Context: an optimization exercise on an open-source flow, tuned for small area. The choices shown serve that exercise and are no tape-out recipe.
At most, simulation tests tie the RTL to the original design; equivalence was not proved.
The clock port is modelled as an ideal driver, which makes a skipped or thinned clock tree look cheaper than it is; a real chip needs a root buffer or a tree.
Power and IR drop assume default switching activity.

epsilon:
==> module Vending_Machine_Controller, before the edit <==
module Vending_Machine_Controller(
input clk, input reset, input  conf_switch,input i_nickel, input i_dime, input i_quarter,
input sw0, input sw1, input sw2, input sw3,
output reg  oled_Soda, output reg  oled_Chips, output reg  oled_ProteinBar,
output reg  oled_Water,output reg oled_Error,
 output [3:0] o_costMSB, output [3:0] o_costLSB,
 output [3:0] o_moneyMSB, output [3:0] o_moneyLSB,
 output reg [127:0] Page0, output reg [127:0] Page1, output reg [127:0] Page2, output reg [127:0] Page3
    );
    localparam [2:0] ZI = 3'd1,   
                     ZB = 3'd6,   
                     ZS = 3'd2,   
                     ZE = 3'd0,   
                     ZX = 3'd4,   
                     ZD = 3'd7,   
                     ZK = 3'd5,   
                     ZC = 3'd3;   
    reg [2:0] z;
    reg nx;
    reg [3:0] r;     
    reg [4:0] md;    
    reg ovf;         
    reg [4:0] cd;    
    assign o_costMSB = cd[4:1];
    assign o_costLSB = {1'b0, cd[0], 1'b0, cd[0]};
    assign o_moneyMSB = md[4:1];
    assign o_moneyLSB = {1'b0, md[0], 1'b0, md[0]};
    wire [3:0] sw = {sw3, sw2, sw1, sw0};
    wire too_much = (sw3 & (sw0 | sw1 | sw2)) | (sw1 & sw2);
    reg [4:0] c;
    always @* begin
        case (sw)
            4'b0001: c = 5'd5;
            4'b0010: c = 5'd10;
            4'b0100: c = 5'd13;
            4'b1000: c = 5'd16;
            4'b0011: c = 5'd15;
            4'b0101: c = 5'd18;
            default: c = 5'd0;
        endcase
    end
    wire [4:0] base = ovf ? 5'd19 : md;
    wire init_br = reset || ((z == ZI || z == ZC) && !nx);
    wire sel_br = (z == ZI && nx) || (z == ZB && !nx) || z == ZS || z == ZE || z == ZX;
    wire disp_br = z == ZB && nx;
    wire first_chg = z == ZD || z == ZK;
    wire [4:0] coin = {3'b000, i_dime, i_nickel} + (i_quarter ? 5'd5 : 5'd0);
    wire [4:0] opnd = sel_br ? coin : ~cd;
    wire [5:0] sum = {1'b0, base} + {1'b0, opnd} + {5'd0, !sel_br};
    wire s_ok = sum <= 6'd19;
    wire short = (sum == 6'd0) || (sum < {1'b0, c});
    wire disc = sw0 & sw2;
    always @(posedge clk) begin
        if (init_br) begin
            z <= ZI;
            nx <= !reset;
            r <= 4'd0;
            md <= 5'd0;
            ovf <= 1'b0;
            cd <= 5'd0;
        end else if (sel_br) begin
            r <= sw;
            if (!too_much) cd <= c;
            if (s_ok) begin
                md <= sum[4:0];
                ovf <= 1'b0;
            end else
                ovf <= 1'b1;
            nx <= 1'b0;
            if (!conf_switch) z <= ZB;
            else if (too_much) z <= ZX;
            else if (short) z <= ZE;
            else if (sw == 4'd0) z <= ZS;
            else begin
                z <= ZB;
                nx <= 1'b1;
            end
        end else if (disp_br) begin
            r <= sw;
            if (disc) cd <= cd - 5'd2;
            z <= disc ? ZK : ZD;
        end else begin
            if (first_chg) begin
                md <= sum[4:0];
                ovf <= 1'b0;
            end
            z <= ZC;
            nx <= |sw;
        end
    end
    localparam [127:0] T0 = "ENEB344         ",
                       T1 = "Vending Machine ",
                       T2 = "Giovanni Argueta",
                       BL = "                ",
                       M0 = "Water:SW3=0     ",
                       M1 = "Chips:SW2=0     ",
                       M2 = "PB:SW1=0DC:SW0=0",
                       BUY = "Buy: SW4=1      ",
                       SEL = "Select a prod   ",
                       ENT = "Enter more money",
                       DES = "Deselect prod(s)",
                       DSP = "....Dipensing...",
                       DIS = "Discount!20c off",
                       H0 = "Here's your     ",
                       H1 = "Change          ",
                       H2 = "Turn off all sws",
                       H3 = "to buy again    ";
    always @* begin
        oled_Water = 1'b0; oled_Chips = 1'b0; oled_ProteinBar = 1'b0; oled_Soda = 1'b0;
        oled_Error = 1'b0;
        case (z)
            ZI: begin
                Page0 = T0; Page1 = T1; Page2 = T2; Page3 = BL;
            end
            ZD, ZK: begin
                Page0 = BL; Page1 = BL; Page2 = DSP; Page3 = (z == ZK) ? DIS : BL;
                {oled_Soda, oled_ProteinBar, oled_Chips, oled_Water} = r;
            end
            ZC: begin
                Page0 = H0; Page1 = H1; Page2 = H2; Page3 = H3;
                {oled_Soda, oled_ProteinBar, oled_Chips, oled_Water} = r;
            end
            default: begin
                Page0 = M0 | {80'd0, 7'd0, r[0], 40'd0};
                Page1 = M1 | {80'd0, 7'd0, r[1], 40'd0};
                Page2 = M2 | {56'd0, 7'd0, r[2], 56'd0, 7'd0, r[3]};
                case (z)
                    ZS: Page3 = SEL;
                    ZE: Page3 = ENT;
                    ZX: Page3 = DES;
                    default: Page3 = BUY;
                endcase
                oled_Error = z != ZB;
            end
        endcase
    end
endmodule
Settings: LEC_CHECK=0, CAP_MARGIN=0, CORE_AREA=5 5 151 151, DIE_AREA=0 0 156 156, GPL_TIMING_DRIVEN=0, SLEW_MARGIN=0; clock period 30.0 ns.
standard.sh (not shown) runs the stock make flow with config.mk's settings and CLKGATE_MAP_FILE= SYNTH_SCRIPT=/design/flow/synth_recipe.tcl, a recipe that flattens the netlist after the stock synthesis.
==> flow/flow/run.sh <==
#!/bin/bash
# Layout flow: the standard flow (standard.sh) with these changes:
#  - after the standard synthesis, the combinational logic between the
#    registers is re-mapped for area (flow/resynth.tcl, trying the ABC
#    scripts in flow/abc/ and keeping the smallest); registers untouched;
#  - minimum-size port buffers;
#  - global placement not timing-driven (flow/pre_gpl.tcl removes the
#    synthesis buffers, as timing-driven placement would);
#  - the tie cells of constant outputs are paired so that no tie pin is left
#    unused (flow/ties_pair.tcl after floorplan, flow/ties_inv.tcl after
#    global placement);
#  - after CTS the clock tree is replaced by two buffers on the clock port,
#    each driving the registers near it (flow/clock_groups.tcl).
# Each tool's output goes to a log file of its own in this folder.
set -euo pipefail
F=$(pwd)/flow
R=$(pwd)/orfs/results/$FLOW_PLATFORM/Vending_Machine_Controller/base
LIB=$FLOW_HOME/platforms/$FLOW_PLATFORM/lib/sky130_fd_sc_hd__tt_025C_1v80.lib

bash standard.sh synth > make_synth.log 2>&1
cp $R/1_2_yosys.v std_synth.v
python3 $F/cellmodels.py $LIB cells.v > cellmodels.log 2>&1
RS_LIB=$LIB RS_CELLS=cells.v RS_IN=std_synth.v RS_TOP=$FLOW_TOP \
RS_DONT_USE="sky130_fd_sc_hd__probe_p_8 sky130_fd_sc_hd__probec_p_8 sky130_fd_sc_hd__lpflow_*" \
RS_ABC="$(ls $F/abc/*.abc | tr '\n' ' ')" RS_STAT=resynth_stat.txt RS_OUT=resynth.v \
  yosys -c $F/resynth.tcl > resynth.log 2>&1
cp resynth.v $R/1_2_yosys.v
CLOCK_GROUPS=2 CLOCK_GROUP_BUF=sky130_fd_sc_hd__clkbuf_4 bash standard.sh finish \
  "BUFFER_PORTS_ARGS=-buffer_cell sky130_fd_sc_hd__buf_1" \
  "CTS_ARGS=-sink_clustering_enable -repair_clock_nets -buf_list sky130_fd_sc_hd__clkbuf_4 -sink_clustering_size 50 -sink_clustering_max_diameter 400 -dont_use_dummy_load" \
  "PRE_GLOBAL_PLACE_TCL=$F/pre_gpl.tcl" \
  "POST_FLOORPLAN_TCL=$F/ties_pair.tcl" \
  "POST_GLOBAL_PLACE_TCL=$F/ties_inv.tcl" \
  "POST_CTS_TCL=$F/clock_groups.tcl" > make_finish.log 2>&1
Other scripts of this flow, unchanged in this note and not shown: flow/flow/abc/ds0.abc, flow/flow/abc/ds1.abc, flow/flow/abc/ds2.abc, flow/flow/abc/ds3.abc, flow/flow/abc/ds4.abc, flow/flow/abc/ds5.abc, flow/flow/abc/ds6.abc, flow/flow/abc/ds7.abc, flow/flow/cellmodels.py, flow/flow/clock_groups.tcl, flow/flow/pre_gpl.tcl, flow/flow/resynth.tcl, flow/flow/ties_inv.tcl, flow/flow/ties_pair.tcl
Every stage of the flow completed for epsilon, and the final layout passed the timing, design-rule and antenna checks.
diff inputs: epsilon => delta
diff --git a/flow/design.v b/flow/design.v
--- a/flow/design.v
+++ b/flow/design.v
@@ -76,12 +76,13 @@
                 nx <= 1'b1;
             end
         end else if (disp_br) begin
             r <= sw;
             if (disc) cd <= cd - 5'd2;
             z <= disc ? ZK : ZD;
+            nx <= 1'b0;
         end else begin
             if (first_chg) begin
                 md <= sum[4:0];
                 ovf <= 1'b0;
             end
             z <= ZC;
==> comparison <==
On wire length, epsilon loses to delta. The run showing the greater global-route track usage on met3 is delta. Comparing delta and epsilon, the lower path depth of the worst reg2reg path was measured on epsilon. The largest clock skew in the final design of delta falls short of that of epsilon by 8.0 ps. Re count of placed standard cells including taps: delta and epsilon aren't equal, and the lower value belongs to delta. Total power (lower): epsilon. Diff epsilon -> delta | count of nets after finishing | down slightly. delta ended up with nor2_2 as its cell with the biggest individual delay on the critical path; epsilon ended up with clkinv_1. Diff epsilon -> delta: minimum period implied by the final worst setup slack now smaller, horizontal die dimension comparable.
No functional check of the RTL was part of epsilon. No run of this note takes its clock network from TritonCTS; it comes from the design's own scripts or RTL.

port drivers added, routing unchanged:
Ports are ideal in the flow. The routed layouts listed here were re-timed in OpenROAD.
Step 1: set_driving_cell puts a clkbuf_16 on clk and a buf_2 on each other input, an assumption about the parent block.
Step 2, shift: input delay + t, output delay - t, t = (earliest + latest rising clock arrival at the registers) / 2. This alone moves slack from input paths to output paths.
a / b / c = ideal / step 1 / step 2; a / b = the first two.
run	t, ns	setup WS [ns]	worst hold slack (ns)	worst setup path at the end	latest minus earliest clock arrival (ns)
epsilon	0.200	18.291 / 18.256 / 18.456	0.501 / 0.501 / 0.501	register to output	0.010 / 0.010
delta	0.207	19.288 / 19.248 / 19.455	0.498 / 0.498 / 0.498	register to output	0.002 / 0.002
After both steps setup and hold are still met in every run listed.
